This is an optimization exercise on Yosys and OpenROAD, whose aim is small area and a short achievable clock period, not a production implementation. Where RTL was checked, it was by simulation tests only, not by an equivalence proof against the original. Power and IR drop assume default switching activity.

## alu
module alu #(
    parameter INST_W = 4,
    parameter INT_W  = 6,
    parameter FRAC_W = 10,
    parameter DATA_W = INT_W + FRAC_W
)(
    input                      i_clk,
    input                      i_rst_n,
    input                      i_in_valid,
    output                     o_busy,
    input         [INST_W-1:0] i_inst,
    input  signed [DATA_W-1:0] i_data_a,
    input  signed [DATA_W-1:0] i_data_b,
    output                     o_out_valid,
    output        [DATA_W-1:0] o_data
);
    reg busy_r;      
    reg ovalid_r;
    always @(posedge i_clk or negedge i_rst_n) begin
        if (!i_rst_n) begin
            busy_r   <= 1'b0;
            ovalid_r <= 1'b0;
        end else begin
            busy_r   <= i_in_valid;
            ovalid_r <= busy_r;
        end
    end
    assign o_busy      = busy_r;
    assign o_out_valid = ovalid_r;
    wire [3:0]  op = i_inst;
  ...
clock: 8.5 ns
lec_check: 0
abc_clock_period_in_ps: 3500
cap_margin: 20
core_margin: 2
core_utilization: 50
setup_slack_margin: 5
slew_margin: 20
run.sh (not shown) runs the stock make flow with config.mk's settings and CLKGATE_MAP_FILE= SYNTH_SCRIPT=/design/flow/synth_recipe.tcl, a recipe that flattens the netlist after the stock synthesis.
Change:
--- a/flow/design.v
+++ b/flow/design.v
@@ -620,26 +620,62 @@
     assign fs231 = mr[101] ^ fc178 ^ fs179;
     assign fc232 = (mr[101] & fc178) | (mr[101] & fs179) | (fc178 & fs179);
     assign fs233 = mr[102] ^ mr[103] ^ fc180;
     assign fc234 = (mr[102] & mr[103]) | (mr[102] & fc180) | (mr[103] & fc180);
     assign hs235 = 1'b1 ^ mr[104];
     assign hc236 = 1'b1 & mr[104];
     wire [31:0] pr_a = {1'b1, mr[105], hs235, fs233, fs231, fs229, fs227, fs225, fs223, fs221, fs219, fs217, fs215, fs213, fs211, fs209, fs207, fs205, fs203, fs201, fs199, fs197, fs195, fs193, fs191, fs189, fs187, fs185, hs183, mr[5], mr[2], mr[0]};
     wire [31:0] pr_b = {1'b0, hc236, fc234, fc232, fc230, fc228, fc226, fc224, fc222, fc220, fc218, fc216, fc214, fc212, fc210, fc208, fc206, fc204, fc202, fc200, fc198, fc196, fc194, fc192, fc190, fc188, fc186, hc184, hc182, hs181, 1'b0, mr[1]};
-    wire [25:0] lo  = {1'b0, pr_a[24:0]} + {1'b0, pr_b[24:0]};
+    wire [24:0] kg0 = pr_a[24:0] & pr_b[24:0];
+    wire [24:0] kp0 = pr_a[24:0] ^ pr_b[24:0];
+    wire [24:0] kg1, kp1;
+    assign kg1[0:0] = kg0[0:0];
+    assign kp1[0:0] = kp0[0:0];
+    assign kg1[24:1] = kg0[24:1] | (kp0[24:1] & kg0[23:0]);
+    assign kp1[24:1] = kp0[24:1] & kp0[23:0];
+    wire [24:0] kg2, kp2;
+    assign kg2[1:0] = kg1[1:0];
+    assign kp2[1:0] = kp1[1:0];
+    assign kg2[24:2] = kg1[24:2] | (kp1[24:2] & kg1[22:0]);
+    assign kp2[24:2] = kp1[24:2] & kp1[22:0];
+    wire [24:0] kg3, kp3;
+    assign kg3[3:0] = kg2[3:0];
+    assign kp3[3:0] = kp2[3:0];
+    assign kg3[24:4] = kg2[24:4] | (kp2[24:4] & kg2[20:0]);
+    assign kp3[24:4] = kp2[24:4] & kp2[20:0];
+    wire [24:0] kg4, kp4;
+    assign kg4[7:0] = kg3[7:0];
+    assign kp4[7:0] = kp3[7:0];
+    assign kg4[24:8] = kg3[24:8] | (kp3[24:8] & kg3[16:0]);
+    assign kp4[24:8] = kp3[24:8] & kp3[16:0];
+    wire [24:0] kg5, kp5;
+    assign kg5[15:0] = kg4[15:0];
+    assign kp5[15:0] = kp4[15:0];
+    assign kg5[24:16] = kg4[24:16] | (kp4[24:16] & kg4[8:0]);
+    assign kp5[24:16] = kp4[24:16] & kp4[8:0];
+    wire [25:0] kc  = {kg5, 1'b0};             
+    wire [24:0] ksel1 = {kp0[24:1] ^ (kg0[23:0] | kp0[23:0]), kp0[0]};    
+    wire [24:0] ksel0 = {kp0[24:1] ^ kg0[23:0], kp0[0]};                 
+    wire [25:0] lo;
+    assign lo[25] = kc[25];
+    assign lo[0]  = kp0[0];
+    genvar gk;
+    generate for (gk = 1; gk < 25; gk = gk + 1) begin : g_sum
+        assign lo[gk] = kc[gk-1] ? ksel1[gk] : ksel0[gk];
+    end endgenerate
     wire        c25 = lo[25];
     wire [6:0]  ha_ = pr_a[31:25], hb_ = pr_b[31:25];
     wire [6:0]  hx  = ha_ ^ hb_;
     wire        z0  = &(hx[6:1] ~^ (ha_[5:0] | hb_[5:0]));    
     wire        z1  = &(~hx[6:1] ~^ (ha_[5:0] & hb_[5:0]));   
     wire        ok0 = (z0 & ~hx[0]) | (z1 & hx[0]);           
     wire        ok1 = (z0 & hx[0]) | (z1 & ~hx[0]);           
     wire        mul_ok = c25 ? ok1 : ok0;
-    wire        p25 = hx[0] ^ c25;
+    wire        p25 = kc[24] ? (hx[0] ^ (kg0[24] | kp0[24])) : (hx[0] ^ kg0[24]);
     wire        p26 = hx[1] ^ ((ha_[0] & hb_[0]) | (hx[0] & c25));
     wire        mul_sgn = xa[15] ^ y_r[15];    
     wire [15:0] sp_res  = {5'd0, p26, p25, lo[24:16]};    
     wire [31:0] rot2 = {xa, xa} >> y_r[3:0];
     wire [15:0] rot  = rot2[15:0];
     reg  [15:0] rs_res;
     integer j;
     always @(*) begin
What happened: The changed run finished with timing, DRC and antenna clean. Cell count climbs by about 4.3%. Via count rose by about 2.6%. Power grows by about 20%. Worst setup slack gains 540 ps. Register-to-register slack is better by 540 ps.
No functional check of the RTL was part of any run of this note.


build 48:
alu, a different RTL version from the one above (not shown whole).
Size in the first run: roughly 2300 cells after synthesis, about 530 flip-flops.
clock: 8.5 ns
lec_check: 0
abc_clock_period_in_ps: 3500
cap_margin: 20
core_margin: 2
core_utilization: 50
setup_slack_margin: 5
slew_margin: 20
For trial 70, these inputs were changed with respect to build 48:
diff --git a/flow/design.v b/flow/design.v
--- a/flow/design.v
+++ b/flow/design.v
@@ -618,87 +618,56 @@
     assign fs229 = mr[98] ^ fc176 ^ fs177;
     assign fc230 = (mr[98] & fc176) | (mr[98] & fs177) | (fc176 & fs177);
     assign fs231 = mr[101] ^ fc178 ^ fs179;
     assign fc232 = (mr[101] & fc178) | (mr[101] & fs179) | (fc178 & fs179);
     assign fs233 = mr[102] ^ mr[103] ^ fc180;
     assign fc234 = (mr[102] & mr[103]) | (mr[102] & fc180) | (mr[103] & fc180);
     assign hs235 = 1'b1 ^ mr[104];
     assign hc236 = 1'b1 & mr[104];
     wire [31:0] pr_a = {1'b1, mr[105], hs235, fs233, fs231, fs229, fs227, fs225, fs223, fs221, fs219, fs217, fs215, fs213, fs211, fs209, fs207, fs205, fs203, fs201, fs199, fs197, fs195, fs193, fs191, fs189, fs187, fs185, hs183, mr[5], mr[2], mr[0]};
     wire [31:0] pr_b = {1'b0, hc236, fc234, fc232, fc230, fc228, fc226, fc224, fc222, fc220, fc218, fc216, fc214, fc212, fc210, fc208, fc206, fc204, fc202, fc200, fc198, fc196, fc194, fc192, fc190, fc188, fc186, hc184, hc182, hs181, 1'b0, mr[1]};
-    wire [24:0] kg0 = pr_a[24:0] & pr_b[24:0];
-    wire [24:0] kp0 = pr_a[24:0] ^ pr_b[24:0];
-    wire [24:0] kg1, kp1;
-    assign kg1[0:0] = kg0[0:0];
-    assign kp1[0:0] = kp0[0:0];
-    assign kg1[24:1] = kg0[24:1] | (kp0[24:1] & kg0[23:0]);
-    assign kp1[24:1] = kp0[24:1] & kp0[23:0];
-    wire [24:0] kg2, kp2;
-    assign kg2[1:0] = kg1[1:0];
-    assign kp2[1:0] = kp1[1:0];
-    assign kg2[24:2] = kg1[24:2] | (kp1[24:2] & kg1[22:0]);
-    assign kp2[24:2] = kp1[24:2] & kp1[22:0];
-    wire [24:0] kg3, kp3;
-    assign kg3[3:0] = kg2[3:0];
-    assign kp3[3:0] = kp2[3:0];
-    assign kg3[24:4] = kg2[24:4] | (kp2[24:4] & kg2[20:0]);
-    assign kp3[24:4] = kp2[24:4] & kp2[20:0];
-    wire [24:0] kg4, kp4;
-    assign kg4[7:0] = kg3[7:0];
-    assign kp4[7:0] = kp3[7:0];
-    assign kg4[24:8] = kg3[24:8] | (kp3[24:8] & kg3[16:0]);
-    assign kp4[24:8] = kp3[24:8] & kp3[16:0];
-    wire [24:0] kg5, kp5;
-    assign kg5[15:0] = kg4[15:0];
-    assign kp5[15:0] = kp4[15:0];
-    assign kg5[24:16] = kg4[24:16] | (kp4[24:16] & kg4[8:0]);
-    assign kp5[24:16] = kp4[24:16] & kp4[8:0];
-    wire [25:0] kc  = {kg5, 1'b0};             
-    wire [25:0] lo  = {kc[25], kp0 ^ kc[24:0]};
+    wire [25:0] lo  = {1'b0, pr_a[24:0]} + {1'b0, pr_b[24:0]};
     wire        c25 = lo[25];
-    wire [6:0]  ha_ = pr_a[31:25], hb_ = pr_b[31:25];
-    wire [6:0]  hx  = ha_ ^ hb_;
-    wire        z0  = &(hx[6:1] ~^ (ha_[5:0] | hb_[5:0]));    
-    wire        z1  = &(~hx[6:1] ~^ (ha_[5:0] & hb_[5:0]));   
-    wire        ok0 = (z0 & ~hx[0]) | (z1 & hx[0]);           
-    wire        ok1 = (z0 & hx[0]) | (z1 & ~hx[0]);           
+    wire [6:0]  hi  = pr_a[31:25] + pr_b[31:25];
+    wire        ok0 = (hi == 7'd0)   | (hi == 7'd127);    
+    wire        ok1 = (hi == 7'd127) | (hi == 7'd126);
     wire        mul_ok = c25 ? ok1 : ok0;
-    wire        p25 = hx[0] ^ c25;
-    wire        p26 = hx[1] ^ ((ha_[0] & hb_[0]) | (hx[0] & c25));
+    wire        p25 = hi[0] ^ c25;
+    wire        p26 = hi[1] ^ (hi[0] & c25);
     wire        mul_sgn = xa[15] ^ y_r[15];    
+    wire [15:0] mul_res = mul_ok ? {p25, lo[24:10]} : {mul_sgn, {15{~mul_sgn}}};
     wire [15:0] sp_res  = {5'd0, p26, p25, lo[24:16]};    
     wire [31:0] rot2 = {xa, xa} >> y_r[3:0];
     wire [15:0] rot  = rot2[15:0];
     reg  [15:0] rs_res;
     integer j;
     always @(*) begin
         for (j = 0; j < 16; j = j + 1)
             rs_res[j] = (y_r[4] | (j + y_r[3:0] > 15)) ? xa[15] : rot[j];
     end
     reg [4:0] zcnt;
     always @(*) begin
         zcnt = 5'd0;
         for (j = 0; j < 16; j = j + 1)
             if (xa[j]) zcnt = 15 - j;
     end
     reg [12:0] match4;
     always @(*) begin
         for (j = 0; j < 13; j = j + 1)
             match4[j] = (xa[j+:4] == y_r[(15-j)-:4]);
     end
-    wire [15:0] res_m = s_sp_r ? sp_res : {p25, lo[24:10]};
+    wire [15:0] res_m = s_sp_r ? sp_res : mul_res;
     wire [15:0] res_o = ({16{s_sum_r}} & sum_sat)
-                      | ({16{s_mul_r}} & {mul_sgn, {15{~mul_sgn}}})
                       | ({16{s_xor_r}} & (xa ^ y_r))
                       | ({16{s_rs_r }} & rs_res)
                       | ({16{s_lr_r }} & rot)
                       | ({16{s_clz_r}} & {11'd0, zcnt})
                       | ({16{s_rm_r }} & {3'd0, match4});
     reg [15:0] odata_m, odata_o;
     reg        osel_m;
     always @(posedge i_clk) begin
         odata_m <= res_m;
         odata_o <= res_o;
-        osel_m  <= s_sp_r | (s_mul_r & mul_ok);
+        osel_m  <= s_mul_r | s_sp_r;
     end
     assign o_data = osel_m ? odata_m : odata_o;
 endmodule
==> comparison <==
- Looking at shortest clock period the worst path allows after layout across build 48 and trial 70, the one that comes out higher is trial 70.
- Diff build 48 -> trial 70: combinational group share of total power +3.2 points; switching share of power +5.6 points; switching power +840 uW; count of clock-buffer cells in the layout -10.
- Global-route usage (lower): build 48
- When trial 70 is measured against build 48, its share of the clock period used by the worst path after layout turns out 2.1 points higher.
- Comparing build 48 and trial 70, worst setup slack is higher on build 48.
- Side by side, synthesized area turned out higher in trial 70 than in build 48.
Only the layout flow was run in trial 70; the RTL was not checked for function there.

## static timing again, ports no longer ideal
No port has a modelled driver above. Below, the same layouts with a new extraction and two added sets of constraints.
Step 1 (the two cells are an assumption about what drives the block):
set clk [get_ports {i_clk}]
set_driving_cell -lib_cell sky130_fd_sc_hd__clkbuf_16 $clk
set_driving_cell -lib_cell sky130_fd_sc_hd__buf_2 [delete_from_list [all_inputs] $clk]
Step 2 also shifts input and output timing later by t, the mid clock arrival at the registers, as if the neighbouring blocks saw the same clock.
a / b / c = ideal / step 1 / step 2; a / b = the first two.
| run | shift t [ns] | slack for setup (ns) | clock arrival spread, ns |
|---|---|---|---|
| the first run of note 1 | 0.676 | 4.283 / 4.283 / 4.231 | 0.043 / 0.043 |
| the second run of note 1 | 0.676 | 4.819 / 4.819 / 4.306 | 0.023 / 0.022 |
| build 48 | 0.666 | 4.762 / 4.762 / 4.264 | 0.040 / 0.040 |
| trial 70 | 0.690 | 4.582 / 4.582 / 4.251 | 0.063 / 0.063 |
After both steps setup and hold are still met in every run listed. For the second run of note 1, which loses most, drivers alone change the setup slack by 0.000 ns; drivers and shift together by -0.513 ns.
